This design comes from an exercise in tuning for small area on the open sky130 flow, not from production work.
RTL that was checked went through simulation tests only; none was proved equivalent to the original.
No functional check of the RTL was part of run 1.
No activity file was given, so power comes from the tool's default toggle rates.

`flow/run.sh`:
```
#!/bin/bash
# synth_recipe.tcl (not shown) runs the flow's synth.tcl, then flattens the netlist and writes it again
# the make line also repeats each setting of config.mk as NAME=value (left out here)
make -C /OpenROAD-flow-scripts/flow DESIGN_CONFIG=/design/flow/config.mk WORK_HOME=/design/flow/orfs CLKGATE_MAP_FILE= SYNTH_SCRIPT=/design/flow/synth_recipe.tcl finish
```
`flow/config.mk`:
```
export PLATFORM = sky130hd
export DESIGN_NAME = project
export DESIGN_NICKNAME = project
export VERILOG_FILES = /design/flow/design.v
export SDC_FILE = /design/flow/constraint.sdc
export NUM_CORES = 4
export LEC_CHECK = 0
export ABC_AREA = 1
export CAP_MARGIN = 20
export CORE_MARGIN = 2
export CORE_UTILIZATION = 40
export CTS_BUF_LIST = sky130_fd_sc_hd__clkbuf_8
export CTS_CLUSTER_DIAMETER = 150
export CTS_CLUSTER_SIZE = 50
export SLEW_MARGIN = 20
```
`flow/constraint.sdc`:
```
create_clock -name core_clock -period 10.0 [get_ports {CLOCK_50}]
set_input_delay 2.0000 -clock core_clock [delete_from_list [all_inputs] [get_ports {CLOCK_50}]]
set_output_delay 2.0000 -clock core_clock [all_outputs]
set_load 0.01 [all_outputs]
```
`flow/design.v`:
```
module project(
	CLOCK_50,
	KEY,
	SW,
	plot,
	x,
	y,
	colour,
	HEX0,
	HEX1,
	HEX2
	);
	input          CLOCK_50;
	input  [9:0]   SW;
	input  [3:0]   KEY;
	output reg     plot;
	output [7:0]   x;
	output [6:0]   y;
	output reg [2:0] colour;
	output [6:0]   HEX0, HEX1, HEX2;
	wire clk = CLOCK_50;
	wire rn  = KEY[0];
	localparam S_CLR = 5'd0,  S_ENT = 5'd1,  S_BG  = 5'd2,
	           S_C1  = 5'd3,  S_C2  = 5'd4,  S_C21 = 5'd5,  S_C3  = 5'd6,
	           S_C4  = 5'd7,  S_C5  = 5'd8,  S_C6  = 5'd9,  S_C61 = 5'd10,
	           S_C7  = 5'd11, S_C8  = 5'd12, S_C9  = 5'd13, S_C91 = 5'd14,
	           S_C10 = 5'd15, S_C11 = 5'd16, S_C12 = 5'd17, S_HUM = 5'd18,
	           S_CRU = 5'd19, S_END = 5'd20;
	reg [4:0] st;
	reg [3:0] ph;
	reg [7:0] u;
	reg [6:0] v;
	reg [6:0] x1, x2, x6, x11;
	reg r2, r6;                   
	reg [7:0] x9, x10;            
	reg [6:0] y9, y10;
	reg [7:0] hx;                 
	reg [6:0] hy;
	reg [1:0] hq;                 
	reg [2:0] hcol;               
	reg fr1, frL, fe10;           
	reg level_up, crushed, endgame;
	reg right, down, right1, down1;
	reg [7:0] cxr;                
	wire iscar = (st >= S_C1) && (st <= S_C12);
	wire ismoto = (st == S_C9) || (st == S_C91) || (st == S_C10);
	wire iswide = (st == S_C2) || (st == S_C21) || (st == S_C6) || (st == S_C61);
	wire active = iscar && ((st < S_C9) || level_up);
	reg [6:0] cy;
	reg [2:0] ccol;
	reg [12:0] lterm;
	reg first;
	always @(*) begin
		cy = 7'd0; ccol = 3'd0; lterm = 13'd0;
		first = 1'b0;
		case (st)
		S_C1:  begin cy = 7'd27; ccol = 3'b001; lterm = 13'd168;  first = fr1; end
		S_C2,
		S_C21: begin cy = 7'd60; ccol = 3'b010; lterm = 13'd420; end
		S_C3:  begin cy = 7'd90; ccol = 3'b011; lterm = 13'd420;  first = fr1; end
		S_C4:  begin cy = 7'd27; ccol = 3'b100; lterm = 13'd84;   first = fr1; end
		S_C5:  begin cy = 7'd27; ccol = 3'b101; lterm = 13'd168;  first = fr1; end
		S_C6,
		S_C61: begin cy = 7'd60; ccol = 3'b110; lterm = 13'd420; end
		S_C7:  begin cy = 7'd90; ccol = 3'b111; lterm = 13'd420;  first = fr1; end
		S_C8:  begin cy = 7'd90; ccol = 3'b001; lterm = 13'd4170; first = fr1; end
		S_C9:  begin cy = y9;  ccol = 3'b110; lterm = 13'd167; first = frL; end
		S_C91: begin cy = y9;  ccol = 3'b110; lterm = 13'd167; end
		S_C10: begin cy = y10; ccol = 3'b110; lterm = 13'd167; first = frL; end
		S_C11: begin cy = 7'd45; ccol = 3'b001; lterm = 13'd18;  first = frL; end
		S_C12: begin cy = 7'd75; ccol = 3'b011; lterm = 13'd45;  first = frL; end
		default: ;
		endcase
	end
	reg cdir, cdy;
	always @(*) begin
		cdir = 1'b1; cdy = 1'b1;
		case (st)
		S_C2, S_C21: cdir = r2;
		S_C6, S_C61: cdir = r6;
		S_C9, S_C91: begin cdir = right; cdy = down; end
		S_C10: begin cdir = right1; cdy = down1; end
		default: ;
		endcase
	end
	wire wrapcar = !ismoto && !iswide;
	wire [7:0] nx = (wrapcar && cx == 8'd127) ? 8'd26 : (cdir ? cx + 1'b1 : cx - 1'b1);
	wire [6:0] ny = cdy ? cy + 1'b1 : cy - 1'b1;
	wire [7:0] cx = cxr;
	wire [12:0] R = {v[4:0], u};
	wire [12:0] lend = lterm + first;
	wire mfe = ((st == S_C91) && frL) || ((st == S_C10) && fe10);
	wire erase_done = ismoto ? (mfe ? (R == 13'd0) : (R == 13'd4)) :
	                  iswide ? (R == 13'd64) : (R == 13'd32);
	wire draw_done = (R == lend);
	wire mvl = SW[3] && (hx != 8'd26);
	wire mvr = SW[2] && (hx != 8'd133) && ((hx == 8'd26) || !SW[3]);
	wire mvu = SW[1] && (hy != 7'd21);
	wire mvd = SW[0] && (hy != 7'd102) && ((hy == 7'd21) || !SW[1]);
	wire jump = (hy == 7'd9) || (hy == 7'd5) || (hx == 8'd9) || (hx == 8'd4);
	wire [7:0] nhx = jump ? 8'd26 : hx + {{7{mvl}}, mvl | mvr};
	wire [6:0] nhy = jump ? 7'd21 : hy + {{6{mvu}}, mvu | mvd};
	wire hmove = ((st == S_HUM) && (u == 8'd9)) ||
	             ((st == S_CLR) && (ph == 4'd1) && (v == 7'd0) && (u == 8'd9));
	reg [7:0] pbx, pul, pud;
	reg [6:0] pby, pvd;
	reg [2:0] pcol;
	reg pwait;
	always @(*) begin
		pbx = 8'd0; pby = 7'd0; pul = 8'd0; pud = 8'd0; pvd = 7'd0; pcol = 3'b000; pwait = 1'b0;
		case ({st, ph})
		{S_ENT, 4'd1}:  begin pul = 8'd15; pud = 8'd15; pvd = 7'd15; pcol = 3'b100; end
		{S_ENT, 4'd2}:  begin pbx = 8'd4; pby = 7'd4; pul = 8'd7; pud = 8'd7; pvd = 7'd7;
		                      pcol = (v == 7'd0) ? 3'b100 : 3'b000; end
		{S_ENT, 4'd3}:  begin pbx = 8'd133; pby = 7'd102; pul = 8'd1; pud = 8'd1; pvd = 7'd1;
		                      pcol = (u == 8'd0 && v == 7'd0) ? 3'b000 : 3'b110; end
		{S_ENT, 4'd4}:  begin pbx = 8'd133; pby = 7'd21; pul = 8'd1; pud = 8'd1; pvd = 7'd1; pcol = 3'b010; end
		{S_ENT, 4'd5}:  pwait = 1'b1;
		{S_BG, 4'd1}:   begin pbx = 8'd25; pby = 7'd20; pul = 8'd110; pud = 8'd110; pvd = 7'd0; pcol = 3'b100; end
		{S_BG, 4'd2}:   begin pbx = 8'd25; pby = 7'd104; pul = 8'd110; pud = 8'd110; pvd = 7'd0; pcol = 3'b100; end
		{S_BG, 4'd3}:   begin pbx = 8'd25; pby = 7'd20; pul = 8'd0; pud = 8'd0; pvd = 7'd84; pcol = 3'b100; end
		{S_BG, 4'd4}:   begin pbx = 8'd135; pby = 7'd20; pul = 8'd0; pud = 8'd0; pvd = 7'd84; pcol = 3'b100; end
		{S_BG, 4'd5}:   begin pbx = 8'd133; pby = 7'd21; pul = 8'd1; pud = 8'd1; pvd = 7'd1; pcol = 3'b100; end
		{S_BG, 4'd6}:   pwait = 1'b1;
		{S_CRU, 4'd1}:  begin pbx = 8'd80;  pby = 7'd50; pul = 8'd10; pud = 8'd0; pvd = 7'd20;
		                      pcol = (u == 8'd0 && v == 7'd0) ? 3'b000 : 3'b011; end
		{S_CRU, 4'd2}:  begin pbx = 8'd90;  pby = 7'd40; pul = 8'd20; pud = 8'd0; pvd = 7'd30; pcol = 3'b011; end
		{S_CRU, 4'd3}:  begin pbx = 8'd110; pby = 7'd55; pul = 8'd3;  pud = 8'd0; pvd = 7'd10; pcol = 3'b011; end
		{S_CRU, 4'd4}:  begin pbx = 8'd87;  pby = 7'd70; pul = 8'd7;  pud = 8'd7; pvd = 7'd4;  pcol = 3'b011; end
		{S_CRU, 4'd5}:  begin pbx = 8'd113; pby = 7'd35; pul = 8'd60; pud = 8'd0; pvd = 7'd35; pcol = 3'b011; end
		{S_CRU, 4'd6}:  begin pbx = 8'd120; pby = 7'd70; pul = 8'd7;  pud = 8'd7; pvd = 7'd4;  pcol = 3'b011; end
		{S_CRU, 4'd7}:  begin pbx = 8'd83;  pby = 7'd47; pul = 8'd7;  pud = 8'd0; pvd = 7'd3;  pcol = 3'b011; end
		{S_CRU, 4'd8}:  pwait = 1'b1;
		{S_END, 4'd1}:  begin pbx = 8'd40;  pby = 7'd40; pul = 8'd3; pud = 8'd3; pvd = 7'd25; pcol = 3'b011; end
		{S_END, 4'd2}:  begin pbx = 8'd44;  pby = 7'd60; pul = 8'd3; pud = 8'd3; pvd = 7'd20; pcol = 3'b011; end
		{S_END, 4'd3}:  begin pbx = 8'd48;  pby = 7'd50; pul = 8'd3; pud = 8'd3; pvd = 7'd15; pcol = 3'b011; end
		{S_END, 4'd4}:  begin pbx = 8'd52;  pby = 7'd60; pul = 8'd3; pud = 8'd3; pvd = 7'd22; pcol = 3'b011; end
		{S_END, 4'd5}:  begin pbx = 8'd56;  pby = 7'd40; pul = 8'd3; pud = 8'd3; pvd = 7'd25; pcol = 3'b011; end
		{S_END, 4'd6}:  begin pbx = 8'd70;  pby = 7'd40; pul = 8'd7; pud = 8'd7; pvd = 7'd40; pcol = 3'b011; end
		{S_END, 4'd7}:  begin pbx = 8'd88;  pby = 7'd40; pul = 8'd3; pud = 8'd3; pvd = 7'd40; pcol = 3'b011; end
		{S_END, 4'd8}:  begin pbx = 8'd92;  pby = 7'd40; pul = 8'd3; pud = 8'd3; pvd = 7'd20; pcol = 3'b011; end
		{S_END, 4'd9}:  begin pbx = 8'd96;  pby = 7'd50; pul = 8'd3; pud = 8'd3; pvd = 7'd20; pcol = 3'b011; end
		{S_END, 4'd10}: begin pbx = 8'd100; pby = 7'd60; pul = 8'd3; pud = 8'd3; pvd = 7'd20; pcol = 3'b011; end
		{S_END, 4'd11}: begin pbx = 8'd104; pby = 7'd40; pul = 8'd3; pud = 8'd3; pvd = 7'd40; pcol = 3'b011; end
		{S_END, 4'd12}: pwait = 1'b1;
		default: ;
		endcase
	end
	wire newxy = active && (ph == 4'd2);
	always @(posedge clk) begin
		if (!rn) begin
			st <= S_CLR; ph <= 4'd0; u <= 8'd0; v <= 7'd0;
			fr1 <= 1'b1; frL <= 1'b1; fe10 <= 1'b0;
		end else begin
			case (st)
			S_CLR: begin
				if (ph == 4'd0) begin
					ph <= 4'd1; u <= u + 1'b1;
				end else if (ph == 4'd1) begin
					if (u == 8'd160) begin
						u <= 8'd0;
						if (v == 7'd120) begin v <= 7'd0; ph <= 4'd2; end
						else v <= v + 1'b1;
					end else u <= u + 1'b1;
				end else begin
					st <= S_ENT; ph <= 4'd0; u <= 8'd0; v <= 7'd0;
				end
			end
			S_ENT, S_BG, S_CRU, S_END: begin
				if (ph == 4'd0) begin
					if (st == S_CRU && !crushed) st <= S_END;
					else if (st == S_END && !endgame) st <= S_BG;
					else ph <= 4'd1;
				end else if (pwait) begin
					if (st == S_ENT) begin st <= S_BG; ph <= 4'd0; end
					else if (st == S_BG) begin st <= S_C1; ph <= 4'd0; end
				end else if (u == pud && v == pvd) begin
					ph <= ph + 1'b1; u <= 8'd0; v <= 7'd0;
				end else if (u == pul) begin
					u <= 8'd0; v <= v + 1'b1;
				end else u <= u + 1'b1;
			end
			S_HUM: begin
				if (u == 8'd17) begin st <= S_CRU; u <= 8'd0; end
				else u <= u + 1'b1;
			end
			default: begin  
				if (!active) st <= st + 1'b1;
				else case (ph)
				4'd0: ph <= 4'd1;
				4'd1: begin
					if (erase_done) ph <= 4'd2;
					{v[4:0], u} <= R + 1'b1;
				end
				4'd2: begin
					ph <= 4'd3;
					u <= ismoto ? 8'd0 : 8'd1; v <= 7'd0;
				end
				default: begin
					if (draw_done) begin
						st <= st + 1'b1; ph <= 4'd0; u <= 8'd0; v <= 7'd0;
						if (st == S_C8) fr1 <= 1'b0;
						if (st == S_C12) frL <= 1'b0;
						if (st == S_C10) fe10 <= frL;
					end else {v[4:0], u} <= R + 1'b1;
				end
				endcase
			end
			endcase
		end
	end
	always @(posedge clk) begin
		if (!rn) begin
			x1 <= 7'd27; x2 <= 7'd28; x6 <= 7'd106; x11 <= 7'd45;
			r2 <= 1'b1; r6 <= 1'b1;
			x9 <= 8'd30; y9 <= 7'd28; x10 <= 8'd60; y10 <= 7'd91;
			hx <= 8'd5; hy <= 7'd7;
			hq <= 2'd1;
		end else begin
			if (newxy) begin
				case (st)
				S_C1:  x1 <= nx[6:0];
				S_C2, S_C21: begin
					x2 <= nx[6:0];
					if (nx[6:0] == 7'd65) r2 <= 1'b0;
					else if (nx[6:0] == 7'd26) r2 <= 1'b1;
				end
				S_C6, S_C61: begin
					x6 <= nx[6:0];
					if (nx[6:0] == 7'd119) r6 <= 1'b0;
					else if (nx[6:0] == 7'd80) r6 <= 1'b1;
				end
				S_C9, S_C91: begin x9 <= nx; y9 <= ny; end
				S_C10: begin x10 <= nx; y10 <= ny; end
				S_C11: x11 <= nx[6:0];
				default: ;
				endcase
			end
			if (hmove) begin hx <= nhx; hy <= nhy; end
			if (st == S_HUM && u != 8'd0 && u != 8'd9) hq <= hq + 1'b1;
		end
	end
	always @(posedge clk) begin
		if (iscar && ph == 4'd0) cxr <= pmux;
		else if (newxy) cxr <= nx;
	end
	always @(posedge clk) begin
		if (!rn) hcol <= 3'b000;
		else if (st == S_HUM && u >= 8'd1 && u <= 8'd8) hcol <= 3'b000;
		else hcol <= SW[6:4];
	end
	reg [4:0] sc;           
	reg pv, pr, pdv, pd;    
	reg [2:0] hf;           
	reg phit;
	reg [3:0] cidx;
	always @(*) begin
		case (st)
		S_C1: cidx = 4'd0;
		S_C4: cidx = 4'd1;
		S_C5: cidx = 4'd2;
		S_C11: cidx = 4'd3;
		S_C2, S_C21: cidx = 4'd4;
		S_C6, S_C61: cidx = 4'd5;
		S_C12: cidx = 4'd6;
		S_C3: cidx = 4'd7;
		S_C7: cidx = 4'd8;
		S_C8: cidx = 4'd9;
		S_C9, S_C91: cidx = 4'd10;
		default: cidx = 4'd11;
		endcase
	end
	wire crstep = (sc == 5'd10);
	wire hstep = (st == S_HUM) && (u <= 8'd9);
	wire hsub = crstep || hstep;
	wire sm = sc[4];
	wire [3:0] sk = sc[3:0];
	wire [3:0] msel = (iscar && (ph == 4'd0 || crstep)) ? cidx : hstep ? u[3:0] : sk;
	wire c1m = (st > S_C1) || (st == S_C1 && ph == 4'd3);
	wire ny3 = (st < S_C3) || (st == S_C3 && ph != 4'd3);
	wire ny4 = (st < S_C4) || (st == S_C4 && ph != 4'd3);
	wire ny5 = (st < S_C5) || (st == S_C5 && ph != 4'd3);
	wire ny7 = (st < S_C7) || (st == S_C7 && ph != 4'd3);
	wire ny8 = (st < S_C8) || (st == S_C8 && ph != 4'd3);
	wire lag12 = level_up && ((st == S_C11 && ph == 4'd3) || (st == S_C12 && ph != 4'd3));
	reg [7:0] koff;
	reg rgb;
	always @(*) begin
		koff = 8'd0; rgb = 1'b0;
		case (msel)
		4'd1: koff = 8'd37 - (c1m && ny4);
		4'd2: koff = 8'd75 - (c1m && ny5);
		4'd3: rgb = 1'b1;
		4'd6: begin rgb = 1'b1;
		      koff = 8'd17 - lag12; end
		4'd7: koff = 8'd20 - (c1m && ny3);
		4'd8: koff = 8'd60 - (c1m && ny7);
		4'd9: koff = 8'd80 - (c1m && ny8);
		default: ;
		endcase
	end
	wire [7:0] rp = {1'b0, rgb ? x11 : x1} + koff;
	wire [7:0] rpos = rp[7] ? rp - 8'd102 : rp;
	reg [7:0] pmux;
	always @(*) begin
		case (msel)
		4'd4: pmux = {1'b0, x2};
		4'd5: pmux = {1'b0, x6};
		4'd10: pmux = x9;
		4'd11: pmux = x10;
		default: pmux = rpos;
		endcase
	end
	wire [7:0] sx = hsub ? hx : (sm ? x10 : x9);
	wire [6:0] sy = hsub ? hy : (sm ? y10 : y9);
	wire g1  = (msel <= 4'd2);
	wire g11 = (msel == 4'd3);
	wire g2  = (msel == 4'd4) || (msel == 4'd5);
	wire g12 = (msel == 4'd6);
	wire g3  = (msel >= 4'd7) && (msel <= 4'd9);
	wire gany = g1 || g11 || g2 || g12 || g3;
	wire gsq = g11 || g12;      
	wire [6:0] ybase = g1 ? 7'd27 : g11 ? 7'd45 : g2 ? 7'd60 : g12 ? 7'd75 : 7'd90;
	wire [7:0] ydf = {1'b0, sy} - {1'b0, ybase};
	wire srl = gany && !ydf[7] && (ydf[6:0] <= 7'd4);
	wire slw = gany && ((ydf == 8'hFF) || (!ydf[7] && (ydf[6:0] <= 7'd5)));
	wire sdtop = gany && (gsq ? (ydf == 8'd0) : (ydf == 8'hFF));
	wire sdbot = gany && (gsq ? (ydf == 8'd4) : (ydf == 8'd5));
	wire gok = !(g11 || g12) || level_up;
	wire [8:0] sd = {1'b0, sx} - {1'b0, pmux};
	wire sneg = sd[8];
	wire [7:0] sdl = sd[7:0];
	wire in0 = !sneg && (g2 ? (sdl <= 8'd16) : (sdl <= 8'd8));
	wire inm = !sneg && (sdl != 8'd0) && (g2 ? (sdl <= 8'd17) : (sdl <= 8'd9));
	wire inp = (sd == 9'h1FF) || (!sneg && (g2 ? (sdl <= 8'd15) : (sdl <= 8'd7)));
	wire eqw = !sneg && (g2 ? (sdl == 8'd16) : (sdl == 8'd8));
	wire eqm3 = (sd == 9'h1FD);
	wire sf1 = srl && eqw;
	wire sf0 = srl && eqm3;
	wire sdt = sdtop && in0;
	wire sdb = sdbot && in0;
	wire first_step = (sk == 4'd0);
	wire pv0  = first_step ? ((sx <= 8'd26) || (sx >= 8'd130)) : pv;
	wire pr0  = first_step ? (sx <= 8'd26) : pr;
	wire pdv0 = first_step ? ((sy == 7'd24) || (sy == 7'd103)) : pdv;
	wire pd0  = first_step ? (sy == 7'd24) : pd;
	wire pv1  = pv0 || sf1 || sf0;
	wire pr1  = sf1 ? 1'b1 : sf0 ? 1'b0 : pr0;
	wire pdv1 = pdv0 || sdt || sdb;
	wire pd1  = sdt ? 1'b0 : sdb ? 1'b1 : pd0;
	wire scan_on = (sc != 5'd31) && !crstep;
	always @(posedge clk) begin
		if (!rn) begin
			sc <= 5'd31;
			right <= 1'b1; down <= 1'b1; right1 <= 1'b1; down1 <= 1'b1;
		end else if (newxy) begin
			sc <= 5'd10;
		end else if (crstep) begin
			sc <= 5'd0;
		end else if (scan_on) begin
			pv <= pv1; pr <= pr1; pdv <= pdv1; pd <= pd1;
			if (sk == 4'd9) begin
				sc <= sm ? 5'd31 : 5'd16;
				if (sm) begin
					if (pv1) right1 <= pr1;
					if (pdv1) down1 <= pd1;
				end else begin
					if (pv1) right <= pr1;
					if (pdv1) down <= pd1;
				end
			end else sc <= sc + 1'b1;
		end
	end
	wire hvalid = slw && gok;
	wire [2:0] hf1 = (u == 8'd0 ? 3'b000 : hf) | {3{hvalid}} & {inp, in0, inm};
	wire nlane = (nhy >= 7'd27 && nhy <= 7'd31) || (nhy >= 7'd45 && nhy <= 7'd49) ||
	             (nhy >= 7'd60 && nhy <= 7'd64) || (nhy >= 7'd75 && nhy <= 7'd79) ||
	             (nhy >= 7'd90 && nhy <= 7'd94);
	always @(posedge clk) begin
		if (hstep) hf <= hf1;
		if (hstep && u == 8'd9)
			phit <= !jump && nlane && (mvl ? hf1[0] : mvr ? hf1[2] : hf1[1]);
		else
			phit <= 1'b0;
	end
	wire crhit = crstep && iscar && srl && in0 && gok;
	wire L11 = (hy >= 7'd45) && (hy <= 7'd49);
	wire L12 = (hy >= 7'd75) && (hy <= 7'd79);
	wire [6:0] hy1 = hy + 1'b1;
	wire [7:0] hx1 = hx + 1'b1;
	wire m9y  = (hy == y9)  || (hy1 == y9);
	wire m10y = (hy == y10) || (hy1 == y10);
	wire hit9  = (hx == x9)  || (hx1 == x9);
	wire hit10 = (hx == x10) || (hx1 == x10);
	wire mhit = level_up && !L11 && !L12 && (m9y ? hit9 : (m10y && hit10));
	wire egame = level_up && !L11 && !L12 && !m9y && !m10y && (hx == 8'd133) && (hy == 7'd21);
	always@(posedge clk)
	begin
		if(!rn)
			level_up<= 1'b0;
		else if((hx == 8'd133) && (hy == 7'd102))
			level_up <= 1'b1;
	end
	always @(posedge clk) begin
		if (!rn) begin
			crushed <= 1'b0;
			endgame <= 1'b0;
		end else begin
			if (mhit || crhit || phit) crushed <= 1'b1;
			if (egame) endgame <= 1'b1;
		end
	end
	reg ENcount;
	always @(posedge clk) begin
		if (!rn) ENcount <= 1'b0;
		else if (hx == 8'd26 && hy == 7'd21) ENcount <= 1'b1;
		else if (endgame || crushed) ENcount <= 1'b0;
	end
	reg [15:0] rdiv;
	reg [3:0] d0, d1, d2;
	wire tick = (rdiv == 16'hd887);
	always @(posedge clk) begin
		if (!rn) rdiv <= 16'd1;
		else if (tick) rdiv <= 16'd1;
		else if (ENcount) rdiv <= {rdiv[14:0], rdiv[15] ^ rdiv[13] ^ rdiv[12] ^ rdiv[10]};
	end
	always @(posedge clk) begin
		if (!rn) begin d0 <= 4'd0; d1 <= 4'd0; d2 <= 4'd0; end
		else if (d0 == 4'd10) begin d0 <= 4'd0; d1 <= d1 + 1'b1; end
		else if (d1 == 4'd10) begin d1 <= 4'd0; d2 <= d2 + 1'b1; end
		else if (tick) d0 <= d0 + 1'b1;
	end
	seg7 s0(.c(d0), .LED(HEX0));
	seg7 s1(.c(d1), .LED(HEX1));
	seg7 s2(.c(d2), .LED(HEX2));
	reg [7:0] bx, ox;
	reg [6:0] by, oy;
	reg offen;
	wire [1:0] hqm = hq - 1'b1;
	always @(*) begin
		plot = 1'b0; bx = 8'd0; by = 7'd0; ox = 8'd0; oy = 7'd0; colour = 3'b000;
		offen = 1'b1;
		case (st)
		S_CLR: begin
			plot = (ph != 4'd0); ox = u; oy = v; offen = rn;
		end
		S_ENT, S_BG, S_CRU, S_END: begin
			plot = (ph != 4'd0) && !pwait;
			bx = pbx; by = pby; ox = u; oy = v; colour = pcol;
		end
		S_HUM: begin
			plot = (u != 8'd8) && (u != 8'd17);
			bx = hx; by = hy; colour = hcol; offen = rn;
			if (u == 8'd0 || u == 8'd9) begin ox = {7'd0, hqm[0]}; oy = {6'd0, hqm[1]}; end
			else begin ox = {7'd0, hq[0]}; oy = {6'd0, hq[1]}; end
		end
		default: begin  
			if (active) begin
				plot = (ph == 4'd1) || (ph == 4'd3);
				bx = cx; by = cy; offen = rn;
				colour = (ph == 4'd3 && rn) ? ccol : 3'b000;
				if (ismoto) ox = {6'd0, u[1:0]};
				else if (iswide) begin ox = {4'd0, u[3:0]}; oy = {5'd0, u[5:4]}; end
				else begin ox = {5'd0, u[2:0]}; oy = {5'd0, u[4:3]}; end
			end
		end
		endcase
	end
	assign x = bx + (offen ? ox : 8'd0);
	assign y = by + (offen ? oy : 7'd0);
endmodule
module seg7 (LED, c);
	input [3:0] c;
	output [6:0] LED;
	assign LED[0] = ~c[3] & ~c[2] & ~c[1] & c[0] | ~c[3] & c[2] & ~c[1] & ~c[0] | c[3] & ~c[2] & c[1] & c[0] | c[3] & c[2] & ~c[1] & c[0];
	assign LED[1] = ~c[3] & c[2] & ~c[1] & c[0] | c[3] & c[2] & ~c[0] | c[3] & c[1] & c[0] | c[2] & c[1] & ~c[0];
	assign LED[2] = c[3] & c[2] & ~c[0] | c[3] & c[2] & c[1] | ~c[3] & ~c[2] & c[1] & ~c[0];
	assign LED[3] = ~c[3] & c[2] & ~c[1] & ~c[0] | ~c[3] & ~c[2] & ~c[1] & c[0] | c[2] & c[1] & c[0] | c[3] & ~c[2] & c[1] & ~c[0];
	assign LED[4] = ~c[3] & c[2] & ~c[1] | ~c[3] & c[0] | ~c[2] & ~c[1] & c[0];
	assign LED[5] = ~c[3] & ~c[2] & c[0] | ~c[3] & c[1] & c[0] | ~c[3] & ~c[2] & c[1] | c[3] & c[2] & ~c[1] & c[0];
	assign LED[6] = ~c[3] & ~c[2] & ~c[1] | c[3] & c[2] & ~c[1] & ~c[0] | ~c[3] & c[2] & c[1] & c[0];
endmodule
```
==> metrics.yaml, run 1 <==
routing:
  ant_nets: 0
  detail_route.vias_per_cell: 5.656
  num_vias: 16990
  drt_iter0_drc: 1503
  wirelength_mm: 55.28
  drc: 0
  first_pass_iters: 8
  drt-wirelength-per-cell_um: 18.41
synthesis:
  ys_warn_count: 1
  synthCells: 2462
  synth.top_cell.area_share: 0.1953
  synth.area.top_cells: "dfxtp_1, nand2_1, ha_1"
  ys_types: 69
  syn_nets: 2583
  synthFlopType: "dfxtp_1"
  ys_ff_latch: 168
  avgSynthCellArea_um2: 6.371
  syn-cell-area_um2: 15690
  synth_top_area_cell: "dfxtp_1"
  ys_seq_area_frac: 0.2240
  async_flop_share: 0
  synth_edf_count: 15
cts:
  cts_setup_buffers: 0
  ctsResizeCount: 0
  ctsHtreeMaxLevel: 4
  cts_buffer_depth: 2
  cts_tree: "yes"
  cts-root-buf: "clkbuf_8"
  cts_sinks: 168
  cts_hold_buf: 0
  numCtsBuffers: 17
  clk_latency_ns: 0.52
  cts.clk_slew.worst_paths_ns: 0.10
pwr:
  p_sw_frac: 0.5763
  ir_drop_mv: 0.3185
  p_switching_mw: 3.336
  pwr-share-clk: 0.100
  seqPwrFrac: 0.151
  p_leak_nw: 8.113
  combPwrFrac: 0.749
  p_int_mw: 2.452
  power.density_nw_per_um2: 339.9
timing:
  rsz0062_at_grt: "false"
  setup_viol: 0
  clock.fmax_mhz: 115.9
  slew_violations: 0
  fin_ws_ns: 1.371
  tns_ns: 0
  period_minus_slack_ns: 8.629
  tightest_slew_ns: 0.9596
  fin_crit_sh: 0.8629
  slew_headroom: 0.3519
  fin_skew_ns: 0.02227
  final-hold-violation-count: 0
placement:
  dpl_worst_slack_ns: 1.695
  hpwl_mm: 43.22
  place.port_buffers: 48
  placed_cells: 2971
  gp_congestion: 0.9960
floorplanning:
  die_x_um: 202.0
  ios: 55
  start_util: 0.4059
  dieHeight_um: 202.0
  core_area_um2: 38650
  die-area_um2: 40810
  std_cell_rows: 72
status:
  status: "timing/DRC/antenna clean"
setup_path:
  path_cells: "ha_1 > nand2_1 > nor2_1 > nor2_1 > nand2_2 > nor2_4 > inv_1 > o21ai_1 > nor2_2 > inv_1 > o221ai_1 > ha_1 > nand3_1 > nand2_1 > a21oi_1 > o21bai_1 > nand2_1 > nand2_1 > a21oi_1 > xor2_1 > clkdlybuf4s50_1"
  cp.required_ns: 8.00
  crit_buf_inv: 3
  critPathArrivalTime_ns: 6.63
  criticalPathCategory: "flop to primary output"
  slowest_stage: "nor2_1"
  slowest_delay_ns: 0.65
  cp_top_family: "simple AND/OR/NAND/NOR gates"
  crit_top_cell: "nand2_1"
  crit_path_end_kind: "primary output"
  critPathMaxFanout: 17
  crit_path_start_kind: "flop"
worst_hold_path:
  hp-class: "flop to flop"
layout:
  finish.net_count: 2593
  drive_gt1_frac: 0.05714
  antenna_cells: 0
  n_fill_cell: 4109
  stdcell_count: 3003
  area_delta_synth_final_pct: 8.551
global_route:
  overflow: 0
  antenna_found_initial: 0
  grt_pass1_wl_mm: 86.08
  grt_max_degree: 71
  grtUsageTotal: 0.2677
  grt_pass1_vias: 15720
job:
  cap_violations: 0
## power groups by stage
stage          combinational (mW)  sequential, mW  clock, mW
2_1_floorplan                3.15           0.832          0
3_3_place_gp                 4.19           0.887          0
3_5_place_dp                 4.25           0.888          0
4_1_cts                      4.28           0.872      0.587
5_1_grt                      4.86           0.883      0.611
6_report                     4.33           0.876      0.578
## worst reg2reg max path, delay by kind of cell (launching register included)
kind,cells,cell delay (ns)
DFF,1,0.68
and+or+nand+nor,26,3.22
adders and majority gates,2,0.68
buffers and inverters,6,1.06
AOI/OAI and AO/OA,10,2.27
xor gates and xnor gates,2,0.40
## final timing paths
| check | start | endpoint | slack [ns] | cells after the start |
|---|---|---|---|---|
| setup / recovery | st[0] | x[7] | 1.37 | 21 |
| hold / removal | rdiv[7] | rdiv[8] | 0.47 | 2 |
| setup reg to reg | st[4] | down | 1.59 | 46 |
| hold reg to reg | rdiv[7] | rdiv[8] | 0.47 | 2 |
## layer usage
layer,vias to the layer above,GRT usage,routed length [um]
met5,-,0,0
met4,0,0.1001,1701
met3,105,0.04531,4100
met2,655,0.4362,25140
met1,7985,0.3543,24330
li1,8240,-,-
## cell usage in the layout (no fill, tap or decap), types with 33 or more instances in the layout
cell,netlist,layout
nor3_1,67,67
a21oi_1,184,184
clkdlybuf4s50_1,0,47
nand3_1,145,145
nor2_1,226,226
ha_1,97,97
inv_1,322,322
xnor2_1,33,33
dfxtp_1,153,153
nand2_1,548,548
o21ai_0,154,154
o211ai_1,40,40
nand4_1,44,44
xor2_1,87,87
## flip-flops by register name, indices dropped and copies added (netlist names), 7 cells and up
name / cells
cxr: 8
hx: 8
hy: 7
rdiv: 16
u: 8
v: 7
x1: 7
x10: 8
x11: 7
x2: 7
x6: 7
x9: 8
y10: 7
y9: 7
## cells in the mapped netlist, types with 12 or more instances
| cell type | instances |
|---|---|
| inv_1 | 322 |
| xnor2_1 | 33 |
| inv_2 | 27 |
| nand4_1 | 44 |
| o211ai_1 | 40 |
| nor2_2 | 17 |
| nor3_1 | 67 |
| ha_1 | 97 |
| a21oi_1 | 184 |
| dfxtp_1 | 153 |
| nor2_1 | 226 |
| o21ai_0 | 154 |
| clkbuf_1 | 41 |
| xor2_1 | 87 |
| a31oi_1 | 12 |
| nand2_1 | 548 |
| edfxtp_1 | 15 |
| o21ai_1 | 19 |
| nor4_1 | 21 |
| nand3_1 | 145 |
## area by class of cell
class | instances | area [um2] | share of cell area
clock buffers | 18 | 247.7 | 0.01455
flip-flops and latches | 168 | 3513 | 0.2063
repair buffers | 56 | 535.5 | 0.03145
well taps | 518 | 648.1 | 0.03807
inverters | 354 | 1329 | 0.07804
clock inverters | 14 | 193.9 | 0.01139
multi-input cells | 1875 | 10560 | 0.6202
## stage by stage
step	utilization	hold WS [ns]	power (mW)	instance area, um2
CTS	0.4406	0.4642	5.738	17030
global placement	0.4291	0.4424	5.079	16580
global route	0.4406	0.4903	6.349	17030
detailed placement	0.4291	0.4473	5.139	16580
finish	0.4406	0.4652	5.788	17030
floorplan	-	0.4333	3.985	15690
## cells by family (layout without fill, tap and decap cells)
kind of cell             Yosys count  count (layout)  share of synthesized area
multiplexers                       5               5                   0.003191
AO/OA/AOI/OAI                    509             509                     0.1919
XOR/XNOR                         121             121                    0.06804
AND/OR/NAND/NOR                 1134            1134                     0.3212
adder cells (fa/ha/maj)          106             106                    0.08886
flip-flops                       168             168                     0.2240
buffers and inverters            419             442                     0.1028
==> inputs of run 2 (changes only) <==
--- a/flow/design.v
+++ b/flow/design.v
@@ -379,5 +379,7 @@
 	always @(posedge clk) begin
 		if (hstep) hf <= hf1;
-		if (hstep && u == 8'd9)
+		if (!rn)
+			phit <= 1'b0;
+		else if (hstep && u == 8'd9)
 			phit <= !jump && nlane && (mvl ? hf1[0] : mvr ? hf1[2] : hf1[1]);
 		else
--- a/flow/config.mk
+++ b/flow/config.mk
@@ -11,5 +11,5 @@
 export CORE_UTILIZATION = 40
 export CTS_BUF_LIST = sky130_fd_sc_hd__clkbuf_8
-export CTS_CLUSTER_DIAMETER = 150
-export CTS_CLUSTER_SIZE = 50
+export CTS_CLUSTER_DIAMETER = 200
+export CTS_CLUSTER_SIZE = 40
 export SLEW_MARGIN = 20
==> run 2 against run 1 <==
  * Clock power decreased by 13%
  * Utilization about the same
  * Combinational power grew 3%
  * First-iteration DRC count up 5.3%
  * Wire length increased by 1.5%
  * Largest power group unchanged
  * Power increased by 1.5%
  * Sequential share of layout area is 0.12 points lower
  * Non-clock buffer count fell by 2
  * Via count fell by 0.11%
  * Global-route usage increased by 0.18 points
  * Highest routed layer is now met5
==> metrics.yaml, run 2 <==
status:
  status: "timing/DRC/antenna clean"
routing:
  first_pass_iters: 5  # -3
  drc: 0  # unchanged
  drt_iter0_drc: 1582  # +5.3%
  ant_nets: 0  # unchanged
  num_vias: 16970  # -0.11%
  drt-wirelength-per-cell_um: 18.48  # +0.37%
  detail_route.vias_per_cell: 5.587  # -1.2%
  wirelength_mm: 56.11  # +1.5%
global_route:
  grtUsageTotal: 0.2694  # +0.001752
  grt_pass1_wl_mm: 86.93  # +0.99%
  grt_max_degree: 58  # -18%
  antenna_found_initial: 0  # unchanged
  overflow: 0  # unchanged
  grt_pass1_vias: 15810  # +0.55%
synthesis:
  ys_seq_area_frac: 0.2213  # -0.002701
  syn_nets: 2616  # +1.3%
  ys_types: 69  # unchanged
  async_flop_share: 0  # unchanged
  synthFlopType: "dfxtp_1"
  synth_edf_count: 15  # unchanged
  syn-cell-area_um2: 15880  # +1.2%
  avgSynthCellArea_um2: 6.361  # -0.16%
  synthTopCellsByCount: "nand2_1, inv_1, nor2_1, nand3_1, a21oi_1"
  synthCells: 2496  # +1.4%
  synth.area.top_cells: "dfxtp_1, nand2_1, inv_1"
  synth.top_cell.area_share: 0.1929  # -0.002355
  ys_ff_latch: 168  # unchanged
  synth.most_common_cell: "nand2_1"
  ys_warn_count: 1  # unchanged
  synth_top_area_cell: "dfxtp_1"
pwr:
  p_leak_nw: 8.246  # +1.6%
  p_sw_frac: 0.5919  # +0.01556
  pwr-share-clk: 0.085  # -0.015
  ir_drop_mv: 0.1952  # -39%
  p_int_mw: 2.398  # -2.2%
  p_switching_mw: 3.477  # +4.2%
  combPwrFrac: 0.763  # +0.014
  seqPwrFrac: 0.152  # about the same
  power.density_nw_per_um2: 343.0  # +0.89%
setup_path:
  cp.required_ns: 8.00  # about the same
  critPathArrivalTime_ns: 6.24  # -0.39 ns
  path_cells: "inv_2 > nand3_2 > inv_1 > nor2_1 > nand3_2 > nor2_2 > inv_1 > nor2_2 > inv_1 > a211oi_1 > ha_1 > nand3_1 > nand2_1 > a21oi_1 > o21bai_1 > nand2_1 > nand2_1 > a21oi_1 > xnor2_1 > clkdlybuf4s50_1"
  crit_buf_inv: 5  # +2
  criticalPathCategory: "flop to primary output"
  crit_path_end_kind: "primary output"
  cp_top_family: "simple AND/OR/NAND/NOR gates"
  crit_path_start_kind: "flop"
  slowest_stage: "dfxtp_1"
  slowest_delay_ns: 0.72  # +0.07 ns
  critPathMaxFanout: 13  # -4
layout:
  finish.net_count: 2626  # +1.3%
  drive_gt1_frac: 0.06550  # +0.008359
  area_delta_synth_final_pct: 7.889
  postLayoutCoreUtil: 0.4401  # about the same
  final_common_cell: "nand2_1"
  final_cell_mix: "nand2_1, inv_1, nor2_1"
  largest_reg_flops: 16  # unchanged
  regMostFlops: "rdiv"
  n_fill_cell: 4179  # +1.7%
  fin_area_um2: 17130  # +0.60%
  multi_input_area_um2: 10720  # +1.5%
  seqCellArea_um2: 3513  # unchanged
  antenna_cells: 0  # unchanged
cts:
  cts_tree: "yes"
  cts_setup_buffers: 0  # unchanged
  ctsResizeCount: 0  # unchanged
  ctsHtreeMaxLevel: 4  # unchanged
  clk_latency_ns: 0.52  # about the same
  cts.clk_slew.worst_paths_ns: 0.09  # about the same
  cts_buffer_depth: 2  # unchanged
  cts_hold_buf: 0  # unchanged
  cts_sinks: 168  # unchanged
  cts-root-buf: "clkbuf_8"
  numCtsBuffers: 17  # unchanged
timing:
  fin_crit_sh: 0.8243  # -0.03851
  slew_headroom: 0.2621  # -0.08981
  period_minus_slack_ns: 8.243  # -0.3851 ns
  tns_ns: 0  # unchanged
  setup_viol: 0  # unchanged
  final-hold-violation-count: 0  # unchanged
  rsz0062_at_grt: "false"
  clock.fmax_mhz: 121.3  # +4.7%
  tightest_slew_ns: 1.098  # +0.1388 ns
  fin_skew_ns: 0.01909  # -0.003181 ns
  slew_violations: 0  # unchanged
  fin_ws_ns: 1.757  # +0.3851 ns
floorplanning:
  die_x_um: 203.2  # +0.60%
  die-area_um2: 41300  # +1.2%
  start_util: 0.4080  # +0.002101
  std_cell_rows: 72  # unchanged
  ios: 55  # unchanged
  core_area_um2: 38920  # +0.70%
  dieHeight_um: 203.2  # +0.60%
placement:
  dpl_worst_slack_ns: 2.025  # +0.3305 ns
  hpwl_mm: 44.22  # +2.3%
  gp_congestion: 0.9901  # -0.59%
  place.port_buffers: 48  # unchanged
  dpl-instance-area_um2: 16750  # +1.0%
worst_hold_path:
  hp-class: "flop to flop"
job:
  cap_violations: 0  # unchanged
## run 2: changes by cell type after synthesis, sizes merged, moves of 4 or more
cell,change
buf,-4
o211ai,-4
nand3b,-6
xnor2,-5
o21ai,+7
a211oi,-4
nand2,-7
nand3,+43
or2,+4
o22ai,+6
nor3,-6
nor2,+23
## run 2: worst reg2reg max path, delay by kind of cell, from the launching register on
| family | cells | cell delay, ns |
|---|---|---|
| compound gates | 9 | 1.82 |
| fa+ha+maj | 3 | 0.90 |
| buf+inv | 6 | 0.91 |
| flops | 1 | 0.40 |
| simple gates | 31 | 4.07 |
## run 2: path summary, 6_finish.rpt
check        slack, ns   end  cells past startpoint   from
max               1.76  x[7]                     20  st[2]
min reg2reg       0.47  fe10                      2   fe10
min               0.47  fe10                      2   fe10
max reg2reg       1.79  down                     49  st[0]
## run 2: power by group through the flow
stage | clock, mW | combinational [mW] | sequential, mW
after floorplan | 0 | 3.25 | 0.843
after global placement | 0 | 4.31 | 0.906
after detailed placement | 0 | 4.38 | 0.906
after CTS | 0.516 | 4.40 | 0.890
after global routing | 0.539 | 5.00 | 0.902
final | 0.500 | 4.48 | 0.894
## run 2: stage by stage
stage / hold WS (ns) / cells / total power [mW]
3_3_place_gp: 0.4477 / 3004 / 5.221
2_1_floorplan: 0.4338 / 2496 / 4.097
4_1_cts: 0.4707 / 3037 / 5.806
5_1_grt: 0.4857 / 3037 / 6.438
6_report: 0.4661 / 3037 / 5.875
3_5_place_dp: 0.4516 / 3005 / 5.284
## run 2: per-layer routing
layer	global-route usage	part of all wire
met5	0.01071	0.00089
met1	0.3567	0.45
met4	0.1121	0.035
met3	0.04746	0.068
met2	0.4309	0.45
## run 2: layout make-up
type                            instances  area share
Multi-Input combinational cell       1906      0.6256
Sequential cell                       168      0.2051
Inverter                              359     0.07882
Tap cell                              518     0.03784
Timing Repair Buffer                   54     0.03061
Clock buffer                           17     0.01366
Clock inverter                         15    0.008327
## run 2: cell families (layout without fill, tap and decap cells)
logic type / Yosys count / after routing / synth area share
adders and majority gates: 105 / 105 / 0.08700
xor gates and xnor gates: 113 / 113 / 0.06234
AOI/OAI and AO/OA: 508 / 508 / 0.1880
and+or+nand+nor: 1178 / 1178 / 0.3363
buffers and inverters: 422 / 445 / 0.1039
muxes: 2 / 2 / 0.001261
DFF: 168 / 168 / 0.2213
==> inputs of run 3 (changes only) <==
--- a/flow/config.mk
+++ b/flow/config.mk
@@ -10,6 +10,6 @@
 export CORE_MARGIN = 2
 export CORE_UTILIZATION = 40
-export CTS_BUF_LIST = sky130_fd_sc_hd__clkbuf_8
+export CTS_BUF_LIST = sky130_fd_sc_hd__clkbuf_16
 export CTS_CLUSTER_DIAMETER = 200
-export CTS_CLUSTER_SIZE = 40
+export CTS_CLUSTER_SIZE = 60
 export SLEW_MARGIN = 20
==> run 3 against run 2 <==
  * Worst hold slack got worse by 0.0026 ns
  * Via count increased by 0.44%
  * Critical path depth increased by 29
  * Non-clock buffer count unchanged
  * Register-to-register slack improved by 0.02 ns
  * Final area increased by 1.1%
  * Die area unchanged
  * Power increased by 2.9%
  * Clock power increased by 34%
  * Sequential share of layout area decreased by 0.23 points
  * Global-route usage about the same
  * Synthesized area unchanged
  * Critical endpoint is now down
==> metrics.yaml, run 3 <==
status:
  status: "timing/DRC/antenna clean"
synthesis:
  synth_edf_count: 15  # unchanged
  synth.top_cell.area_share: 0.1929  # unchanged
  avgSynthCellArea_um2: 6.361  # unchanged
  syn-cell-area_um2: 15880  # unchanged
  ys_warn_count: 1  # unchanged
  async_flop_share: 0  # unchanged
  synthCells: 2496  # unchanged
  synthTopCellsByCount: "nand2_1, inv_1, nor2_1, nand3_1, a21oi_1"
  synth_top_area_cell: "dfxtp_1"
  synthFlopType: "dfxtp_1"
  ys_ff_latch: 168  # unchanged
  synth.most_common_cell: "nand2_1"
  ys_types: 69  # unchanged
  ys_seq_area_frac: 0.2213  # unchanged
  synth.area.top_cells: "dfxtp_1, nand2_1, inv_1"
  syn_nets: 2616  # unchanged
routing:
  drt_iter0_drc: 1687  # +6.6%
  first_pass_iters: 6  # +1
  num_vias: 17040  # +0.44%
  ant_nets: 0  # unchanged
  drt-wirelength-per-cell_um: 18.48  # about the same
  drc: 0  # unchanged
  detail_route.vias_per_cell: 5.611  # +0.44%
  wirelength_mm: 56.13  # about the same
layout:
  drive_gt1_frac: 0.06550  # unchanged
  largest_reg_flops: 16  # unchanged
  area_delta_synth_final_pct: 9.095
  final_common_cell: "nand2_1"
  regMostFlops: "rdiv"
  finish.net_count: 2626  # unchanged
  final_cell_mix: "nand2_1, inv_1, nor2_1"
  antenna_cells: 0  # unchanged
  postLayoutCoreUtil: 0.4451  # +0.004919
setup_path:
  slowest_stage: "a211oi_1"
  r2r_setup_slack_ns: 1.81  # +0.02 ns
  criticalPathCategory: "flop to flop"
  cp.required_ns: 10.33  # +2.33 ns
  slowest_delay_ns: 0.67  # -0.05 ns
  crit_path_end_kind: "flop"
  critPathMaxFanout: 24  # +11
  reg2reg_depth: 49  # unchanged
  crit_top_cell: "nand2_1"
  crit_path_start_kind: "flop"
  critPathArrivalTime_ns: 8.52  # +2.28 ns
timing:
  period_minus_slack_ns: 8.188  # -0.05584 ns
  fin_crit_sh: 0.8188  # -0.005584
  tns_ns: 0  # unchanged
  tightest_slew_ns: 1.107  # +0.008256 ns
  setup_viol: 0  # unchanged
  rsz0062_at_grt: "false"
  slew_violations: 0  # unchanged
  clock.fmax_mhz: 122.1  # +0.68%
  final-hold-violation-count: 0  # unchanged
  holdWs_ns: 0.4635  # -0.002614 ns
  fin_skew_ns: 0.01234  # -0.006750 ns
  slew_headroom: 0.2566  # -0.005547
placement:
  place.port_buffers: 48  # unchanged
  gp_congestion: 0.9901  # unchanged
  hpwl_mm: 44.22  # unchanged
floorplanning:
  core_area_um2: 38920  # unchanged
  dieHeight_um: 203.2  # unchanged
  ios: 55  # unchanged
  die-area_um2: 41300  # unchanged
  die_x_um: 203.2  # unchanged
  std_cell_rows: 72  # unchanged
  start_util: 0.4080  # unchanged
cts:
  cts-root-buf: "clkbuf_16"
  ctsHtreeMaxLevel: 4  # unchanged
  cts_sinks: 168  # unchanged
  clk_latency_ns: 0.47  # -0.05 ns
  cts.clk_slew.worst_paths_ns: 0.07  # -0.02 ns
  ctsResizeCount: 0  # unchanged
  cts_hold_buf: 0  # unchanged
  numCtsBuffers: 17  # unchanged
  cts_tree: "yes"
  cts_buffer_depth: 2  # unchanged
  cts_setup_buffers: 0  # unchanged
pwr:
  seqPwrFrac: 0.148  # -0.004
  p_switching_mw: 3.499  # +0.64%
  power.density_nw_per_um2: 348.9  # +1.7%
  p_int_mw: 2.543  # +6.1%
  ir_drop_mv: 0.1955  # +0.14%
  finalPower_mw: 6.042  # +2.9%
  p_leak_nw: 8.333  # +1.1%
  combPwrFrac: 0.741  # -0.022
  pwr-share-clk: 0.111  # +0.026
  p_sw_frac: 0.5791  # -0.01277
global_route:
  grtUsageTotal: 0.2696  # about the same
  grt_pass1_vias: 15830  # +0.11%
  grt_max_degree: 58  # unchanged
  grt_pass1_wl_mm: 86.90  # about the same
  overflow: 0  # unchanged
  antenna_found_initial: 0  # unchanged
job:
  cap_violations: 0  # unchanged
worst_hold_path:
  hp-class: "flop to flop"
  holdPathStages: 2  # unchanged
run 3: cell counts after synthesis:
Identical to the previous run, type by type.
run 3: final timing paths:
| path | end | startpoint |
|---|---|---|
| max reg2reg | down | st[0] |
| min reg2reg | fe10 | fe10 |
| max | down | st[0] |
| min | fe10 | fe10 |
run 3: critical path, delay by kind of cell (launching register included):
kind / cells / cell delay (ns)
DFF: 1 / 0.39
AOI/OAI and AO/OA: 9 / 1.80
buffers and inverters: 6 / 0.90
and+or+nand+nor: 31 / 4.04
adders and majority gates: 3 / 0.90
run 3: kinds of logic (layout without fill, tap and decap cells):
logic type / count (synthesis) / after routing / synth area share
buffers and inverters: 422 / 445 / 0.1039
AND/OR/NAND/NOR: 1178 / 1178 / 0.3363
flip-flops: 168 / 168 / 0.2213
adder cells (fa/ha/maj): 105 / 105 / 0.08700
XOR/XNOR: 113 / 113 / 0.06234
AO/OA/AOI/OAI: 508 / 508 / 0.1880
multiplexers: 2 / 2 / 0.001261
run 3: cell type report:
cell class	count	area, um2
inverters	359	1350
multi-input cells	1906	10720
well taps	518	648.1
clock inverters	15	142.6
repair buffers	54	524.3
clock buffers	17	425.4
flip-flops and latches	168	3513
fillers	4153	21600
run 3: through the flow:
| stage | area (um2) | setup slack [ns] | instances |
|---|---|---|---|
| after floorplan | 15880 | 3.901 | 2496 |
| after global placement | 16740 | 2.080 | 3004 |
| after detailed placement | 16750 | 2.025 | 3005 |
| after CTS | 17320 | 1.962 | 3037 |
| after global routing | 17320 | 1.110 | 3037 |
| final | 17320 | 1.812 | 3037 |
run 3: metal layers:
| metal | vias to the layer above | track usage | wire length, um |
|---|---|---|---|
| met3 | 127 | 0.04730 | 4253 |
| met4 | 2 | 0.1150 | 2041 |
| li1 | 8356 | - | - |
| met1 | 7879 | 0.3554 | 24620 |
| met5 | - | 0.01071 | 55 |
| met2 | 678 | 0.4321 | 25160 |
run 3: power by group through the flow:
stage	Combinational (mW)	Clock (mW)	Sequential (mW)
after global placement	4.31	0	0.906
after detailed placement	4.38	0	0.906
after CTS	4.40	0.684	0.890
after floorplan	3.25	0	0.843
final	4.48	0.670	0.895
after global routing	4.99	0.707	0.902
==> inputs of run 4 (changes only) <==
--- a/flow/config.mk
+++ b/flow/config.mk
@@ -9,7 +9,6 @@
 export CAP_MARGIN = 20
 export CORE_MARGIN = 2
-export CORE_UTILIZATION = 40
-export CTS_BUF_LIST = sky130_fd_sc_hd__clkbuf_16
-export CTS_CLUSTER_DIAMETER = 200
-export CTS_CLUSTER_SIZE = 60
+export CORE_UTILIZATION = 60
+export CTS_BUF_LIST = sky130_fd_sc_hd__clkbuf_8
+export PLACE_DENSITY = 0.75
 export SLEW_MARGIN = 20
==> run 4 against run 3 <==
  * Sequential cell count stayed put
  * Sequential power decreased by 0.4%
  * Clock skew up 0.013 ns
  * Critical path depth did not move
  * Worst setup slack got worse by 0.17 ns
  * Highest routed layer is now met4
  * Die area down 33%
  * Cell count fell by 6.1%
  * Non-clock buffer count is 2 lower
  * Critical endpoint unchanged
  * Count of clock-buffer cells in the layout up 1
  * Sequential share of layout area rose by 0.46 points
==> metrics.yaml, run 4 <==
floorplanning:
  core_area_um2: 25980  # -33%
  die_x_um: 166.7  # -18%
  die-area_um2: 27780  # -33%
  start_util: 0.6110  # +0.2030
  std_cell_rows: 59  # -18%
  ios: 55  # unchanged
  dieHeight_um: 166.7  # -18%
synthesis:
  syn_nets: 2616  # unchanged
  synth_edf_count: 15  # unchanged
  synth.most_common_cell: "nand2_1"
  synthFlopType: "dfxtp_1"
  synth.area.top_cells: "dfxtp_1, nand2_1, inv_1"
  ys_ff_latch: 168  # unchanged
  ys_types: 69  # unchanged
  ys_seq_area_frac: 0.2213  # unchanged
  synthCells: 2496  # unchanged
  syn-cell-area_um2: 15880  # unchanged
  synth.top_cell.area_share: 0.1929  # unchanged
  synthTopCellsByCount: "nand2_1, inv_1, nor2_1, nand3_1, a21oi_1"
  ys_warn_count: 1  # unchanged
  synth_top_area_cell: "dfxtp_1"
  avgSynthCellArea_um2: 6.361  # unchanged
  async_flop_share: 0  # unchanged
layout:
  final_cell_mix: "nand2_1, inv_1, nor2_1"
  final_common_cell: "nand2_1"
  regMostFlops: "rdiv"
  antenna_cells: 0  # unchanged
  n_fill_cell: 2482  # -40%
  finish.net_count: 2624  # -0.076%
  area_delta_synth_final_pct: 6.675
  largest_reg_flops: 16  # unchanged
  stdcell_count: 2852  # -6.1%
  drive_gt1_frac: 0.06516  # -0.0003453
setup_path:
  cp.required_ns: 10.33  # about the same
  r2r_setup_slack_ns: 1.64  # -0.17 ns
  slowest_stage: "a211oi_1"
  criticalPathCategory: "flop to flop"
  crit_path_end_kind: "flop"
  rr_startpoint: "st[0]"
  cp_top_family: "simple AND/OR/NAND/NOR gates"
  crit_buf_inv: 6  # unchanged
  crit_path_start: "st[0]"
  critPathArrivalTime_ns: 8.69  # +0.17 ns
  crit_top_cell: "nand2_1"
  slowest_delay_ns: 0.64  # -0.03 ns
  critPathMaxFanout: 24  # unchanged
  crit_path_start_kind: "flop"
cts:
  ctsHtreeMaxLevel: 4  # unchanged
  cts_tree: "yes"
  cts_buffer_depth: 2  # unchanged
  cts.clk_slew.worst_paths_ns: 0.11  # +0.04 ns
  cts-root-buf: "clkbuf_8"
  numCtsBuffers: 17  # unchanged
  cts_sinks: 168  # unchanged
  cts_setup_buffers: 0  # unchanged
  ctsResizeCount: 0  # unchanged
  cts_hold_buf: 0  # unchanged
  clk_latency_ns: 0.49  # +0.02 ns
timing:
  tightest_slew_ns: 1.095  # -0.01159 ns
  period_minus_slack_ns: 8.358  # +0.1706 ns
  setup_viol: 0  # unchanged
  tns_ns: 0  # unchanged
  slew_violations: 0  # unchanged
  rsz0062_at_grt: "false"
  clock.fmax_mhz: 119.6  # -2.0%
  slew_headroom: 0.2673  # +0.01071
  fin_crit_sh: 0.8358  # +0.01706
  fin_skew_ns: 0.02568  # +0.01334 ns
  final-hold-violation-count: 0  # unchanged
pwr:
  p_leak_nw: 8.264  # -0.82%
  ir_drop_mv: 0.7585  # +290%
  finalPower_mw: 5.926  # -1.9%
  power.density_nw_per_um2: 349.9  # +0.30%
job:
  cap_violations: 0  # unchanged
routing:
  drt-wirelength-per-cell_um: 18.57  # +0.46%
  first_pass_iters: 6  # unchanged
  num_vias: 17340  # +1.7%
  ant_nets: 0  # unchanged
  wirelength_mm: 52.96  # -5.7%
  detail_route.vias_per_cell: 6.079  # +8.3%
  drc: 0  # unchanged
  drt_iter0_drc: 1945  # +15%
global_route:
  grtUsageTotal: 0.3751  # +0.1055
  overflow: 0  # unchanged
  grt_pass1_vias: 16240  # +2.6%
  antenna_found_initial: 0  # unchanged
  grt_pass1_wl_mm: 84.37  # -2.9%
  grt_max_degree: 79  # +36%
placement:
  place.port_buffers: 48  # unchanged
  gp_congestion: 1.023  # +3.3%
  placed_cells: 2820  # -6.2%
  hpwl_mm: 41.33  # -6.5%
worst_hold_path:
  hp-start: "rdiv[7]"
  hp-class: "flop to flop"
status:
  status: "timing/DRC/antenna clean"
[run 4: area by class of cell]
class	count	area (um2)	area share
timing repair buffer	52	505.5	0.02985
tap	335	419.2	0.02475
multi-input combinational	1906	10720	0.6328
inverter	359	1350	0.07971
clock inverter	14	183.9	0.01086
clock buffer	18	247.7	0.01463
sequential	168	3513	0.2074
[run 4: kinds of logic (layout without fill, tap and decap cells)]
logic type               count (synthesis)  in the layout  synth area share
AND/OR/NAND/NOR                       1178           1178            0.3363
adder cells (fa/ha/maj)                105            105           0.08700
AO/OA/AOI/OAI                          508            508            0.1880
multiplexers                             2              2          0.001261
buffers and inverters                  422            443            0.1039
flip-flops                             168            168            0.2213
XOR/XNOR                               113            113           0.06234
[run 4: metal layers]
layer  vias up  track usage  wire length, um
met5         -            0                0
met4         0       0.1660             2372
met3       163      0.06107             5120
met2       880       0.5963            23200
met1      7953       0.5029            22260
li1       8342            -                -
[run 4: per-stage QoR]
stage | worst slack (ns) | area (um2) | utilization | hold WS, ns
3_3_place_gp | 2.181 | 16500 | 0.6351 | 0.4474
4_1_cts | 1.922 | 16930 | 0.6517 | 0.4501
2_1_floorplan | 3.901 | 15880 | - | 0.4338
3_5_place_dp | 2.007 | 16500 | 0.6351 | 0.4568
6_report | 1.642 | 16940 | 0.6518 | 0.4482
5_1_grt | 0.9399 | 16940 | 0.6518 | 0.4728
[run 4: worst reg2reg max path, delay by kind of cell (launching register included)]
family,cells,cell delay [ns]
fa+ha+maj,3,0.88
simple gates,31,4.14
buf+inv,6,0.95
compound gates,9,1.84
flops,1,0.40
[run 4: final timing paths]
check | to | depth (start not counted)
worst max register to register | down | 49
worst min register to register | rdiv[8] | 2
worst min-delay path | rdiv[8] | 2
worst max-delay path | down | 49
[run 4: report_power, final]
part / switching, mW / total (mW) / leakage, nW / internal (mW)
combinational: 3.06 / 4.47 / 6.66 / 1.41
clock: 0.304 / 0.565 / 0.223 / 0.261
sequential: 0.108 / 0.891 / 1.38 / 0.783
total: 3.48 / 5.93 / 8.26 / 2.45
==> inputs of run 5 (changes only) <==
--- a/flow/config.mk
+++ b/flow/config.mk
@@ -9,6 +9,5 @@
 export CAP_MARGIN = 20
 export CORE_MARGIN = 2
-export CORE_UTILIZATION = 60
+export CORE_UTILIZATION = 40
 export CTS_BUF_LIST = sky130_fd_sc_hd__clkbuf_8
-export PLACE_DENSITY = 0.75
 export SLEW_MARGIN = 20
==> run 5 against run 4 <==
  * Maximum frequency increased by 1.4%
  * Power decreased by 0.87%
  * Critical endpoint is now x[7]
  * Sequential cell count unchanged
  * Final area increased by 1.1%
  * Critical path type is now flop to primary output
  * Critical path depth decreased by 29
  * Count of clock-buffer cells in the layout decreased by 1
==> metrics.yaml, run 5 <==
status:
  status: "timing/DRC/antenna clean"
setup_path:
  path_cells: "inv_2 > nand3_2 > inv_1 > nor2_1 > nand3_2 > nor2_2 > inv_1 > nor2_2 > inv_1 > a211oi_1 > ha_1 > nand3_1 > nand2_1 > a21oi_1 > o21bai_1 > nand2_1 > nand2_1 > a21oi_1 > xnor2_1 > clkdlybuf4s50_1"
  rr_startpoint: "st[0]"
  critPathArrivalTime_ns: 6.24  # -2.45 ns
  crit_path_end_kind: "primary output"
  cp.required_ns: 8.00  # -2.33 ns
  r2r-end: "down"
  crit_path_start_kind: "flop"
  reg2reg_depth: 49  # unchanged
  r2r_setup_slack_ns: 1.79  # +0.15 ns
  crit_buf_inv: 5  # -1
  cp_top_family: "simple AND/OR/NAND/NOR gates"
  slowest_delay_ns: 0.72  # +0.08 ns
  critPathMaxFanout: 13  # -46%
  slowest_stage: "dfxtp_1"
  criticalPathCategory: "flop to primary output"
  worstSetupEndpoint: "x[7]"
  crit_path_start: "st[2]"
  crit_cells: 20  # -59%
global_route:
  overflow: 0  # unchanged
  grt_use_met1: 0.3567  # -0.1462
  grt_pass1_wl_mm: 86.93  # +3.0%
  top_usage_layer: "met2"
  use_met2: 0.4309  # -0.1654
  grtUsageTotal: 0.2694  # -0.1057
  antenna_found_initial: 0  # unchanged
  grt.met3_usage: 0.04746  # -0.01361
  grt_max_degree: 58  # -27%
  grt_pass1_vias: 15810  # -2.6%
cts:
  cts_buffer_depth: 2  # unchanged
  cts_sinks: 168  # unchanged
  cts_setup_buffers: 0  # unchanged
  ctsHtreeMaxLevel: 4  # unchanged
  ctsResizeCount: 0  # unchanged
  cts_tree: "yes"
  cts.clk_slew.worst_paths_ns: 0.09  # -0.02 ns
  cts_hold_buf: 0  # unchanged
  clk_latency_ns: 0.52  # +0.03 ns
  numCtsBuffers: 17  # unchanged
  cts-root-buf: "clkbuf_8"
synthesis:
  avgSynthCellArea_um2: 6.361  # unchanged
  synth_top_area_cell: "dfxtp_1"
  synth_edf_count: 15  # unchanged
  ys_seq_area_frac: 0.2213  # unchanged
  ys_ff_latch: 168  # unchanged
  synthCells: 2496  # unchanged
  synth.top_cell.area_share: 0.1929  # unchanged
  async_flop_share: 0  # unchanged
  syn_nets: 2616  # unchanged
  ys_warn_count: 1  # unchanged
  synth.most_common_cell: "nand2_1"
  synth.area.top_cells: "dfxtp_1, nand2_1, inv_1"
  synthFlopType: "dfxtp_1"
  ys_types: 69  # unchanged
  syn-cell-area_um2: 15880  # unchanged
  synthTopCellsByCount: "nand2_1, inv_1, nor2_1, nand3_1, a21oi_1"
layout:
  seqCellArea_um2: 3513  # unchanged
  antenna_cells: 0  # unchanged
  largest_reg_flops: 16  # unchanged
  drive_gt1_frac: 0.06550  # +0.0003453
  finish.net_count: 2626  # +0.076%
  area_delta_synth_final_pct: 7.889
  final_cell_mix: "nand2_1, inv_1, nor2_1"
  stdcell_count: 3037  # +6.5%
  final_common_cell: "nand2_1"
  n_fill_cell: 4179  # +68%
  regMostFlops: "rdiv"
  multi_input_area_um2: 10720  # unchanged
  fin_area_um2: 17130  # +1.1%
routing:
  first_pass_iters: 5  # -1
  wirelength_mm: 56.11  # +6.0%
  drt_iter0_drc: 1582  # -19%
  ant_nets: 0  # unchanged
  detail_route.vias_per_cell: 5.587  # -8.1%
  num_vias: 16970  # -2.1%
  drt-wirelength-per-cell_um: 18.48  # -0.50%
  drc: 0  # unchanged
placement:
  place.port_buffers: 48  # unchanged
  hpwl_mm: 44.22  # +7.0%
  gp_congestion: 0.9901  # -3.2%
  dpl-instance-area_um2: 16750  # +1.5%
  placed_cells: 3005  # +6.6%
  dpl_worst_slack_ns: 2.025  # +0.01833 ns
timing:
  fin_skew_ns: 0.01909  # -0.006594 ns
  tns_ns: 0  # unchanged
  fin_crit_sh: 0.8243  # -0.01147
  clock.fmax_mhz: 121.3  # +1.4%
  rsz0062_at_grt: "false"
  period_minus_slack_ns: 8.243  # -0.1147 ns
  fin_ws_ns: 1.757  # +0.1147 ns
  slew_violations: 0  # unchanged
  slew_headroom: 0.2621  # -0.005159
  tightest_slew_ns: 1.098  # +0.003333 ns
  setup_viol: 0  # unchanged
  final-hold-violation-count: 0  # unchanged
floorplanning:
  ios: 55  # unchanged
  start_util: 0.4080  # -0.2030
  dieHeight_um: 203.2  # +22%
  core_area_um2: 38920  # +50%
  die_x_um: 203.2  # +22%
  die-area_um2: 41300  # +49%
  std_cell_rows: 72  # +22%
pwr:
  power.density_nw_per_um2: 343.0  # -2.0%
  p_leak_nw: 8.246  # -0.23%
  finalPower_mw: 5.875  # -0.87%
  ir_drop_mv: 0.1952  # -74%
job:
  cap_violations: 0  # unchanged
worst_hold_path:
  hp-class: "flop to flop"
run 5: cell counts after synthesis:
No cell type changed its count.
run 5: cells by family after synthesis:
group           Yosys count  synth area share
simple gates           1178            0.3363
compound gates          508            0.1880
buf+inv                 422            0.1039
flops                   168            0.2213
xor+xnor                113           0.06234
fa+ha+maj               105           0.08700
mux                       2          0.001261
run 5: worst min path at each step:
stage,start,endpoint,slack [ns],depth (start not counted)
CTS,fe10,fe10,0.47,2
global route,fe10,fe10,0.49,2
finish,fe10,fe10,0.47,2
global placement,fe10,fe10,0.45,2
detailed placement,fe10,fe10,0.45,2
floorplan,fe10,fe10,0.43,2
run 5: layout make-up:
type,count,share of cell area
clock inverter,15,0.008327
clock buffer,17,0.01366
sequential,168,0.2051
timing repair buffer,54,0.03061
multi-input combinational,1906,0.6256
inverter,359,0.07882
tap,518,0.03784
run 5: power breakdown:
part	internal (mW)	switching [mW]	total (mW)
logic	1.41	3.07	4.48
clock network	0.202	0.298	0.500
registers	0.783	0.111	0.894
total	2.40	3.48	5.87
run 5: metrics by stage:
stage,util,hold slack (ns)
2_1_floorplan,-,0.4338
3_3_place_gp,0.4301,0.4477
3_5_place_dp,0.4304,0.4516
4_1_cts,0.4401,0.4707
5_1_grt,0.4401,0.4857
6_report,0.4401,0.4661
run 5: tightest hold or removal path, cell delays in order, from the launching register on:
cell      delay (ns)
dfxtp_1         0.32
inv_1           0.05
a211oi_1        0.06
run 5: routing by layer:
metal / vias to the layer above / share of wire
met5: - / 0.00089
met4: 2 / 0.035
met3: 106 / 0.068
met2: 610 / 0.45
met1: 7904 / 0.45
li1: 8345 / -

[what the ideal ports hide]
Ports are ideal in the flow. The routed layouts listed here were re-timed in OpenROAD. Step 1: set_driving_cell puts a clkbuf_16 on CLOCK_50 and a buf_2 on each other input, an assumption about the parent block. Step 2 also shifts input and output timing later by t, the mid clock arrival at the registers, as if the neighbouring blocks saw the same clock. Three values: ideal, step 1, step 2; two values: the first two.
run | shift t [ns] | slack for setup (ns) | hold WS [ns]
run 1 | 0.564 | 1.371 / 1.319 / 1.592 | 0.465 / 0.465 / 0.465
run 2 | 0.565 | 1.757 / 1.704 / 1.793 | 0.466 / 0.466 / 0.466
run 3 | 0.522 | 1.812 / 1.760 / 1.812 | 0.464 / 0.464 / 0.464
run 4 | 0.524 | 1.642 / 1.642 / 1.642 | 0.448 / 0.448 / 0.448
run 5 | 0.565 | 1.757 / 1.704 / 1.793 | 0.466 / 0.466 / 0.466
After both steps every run listed still meets setup and hold.
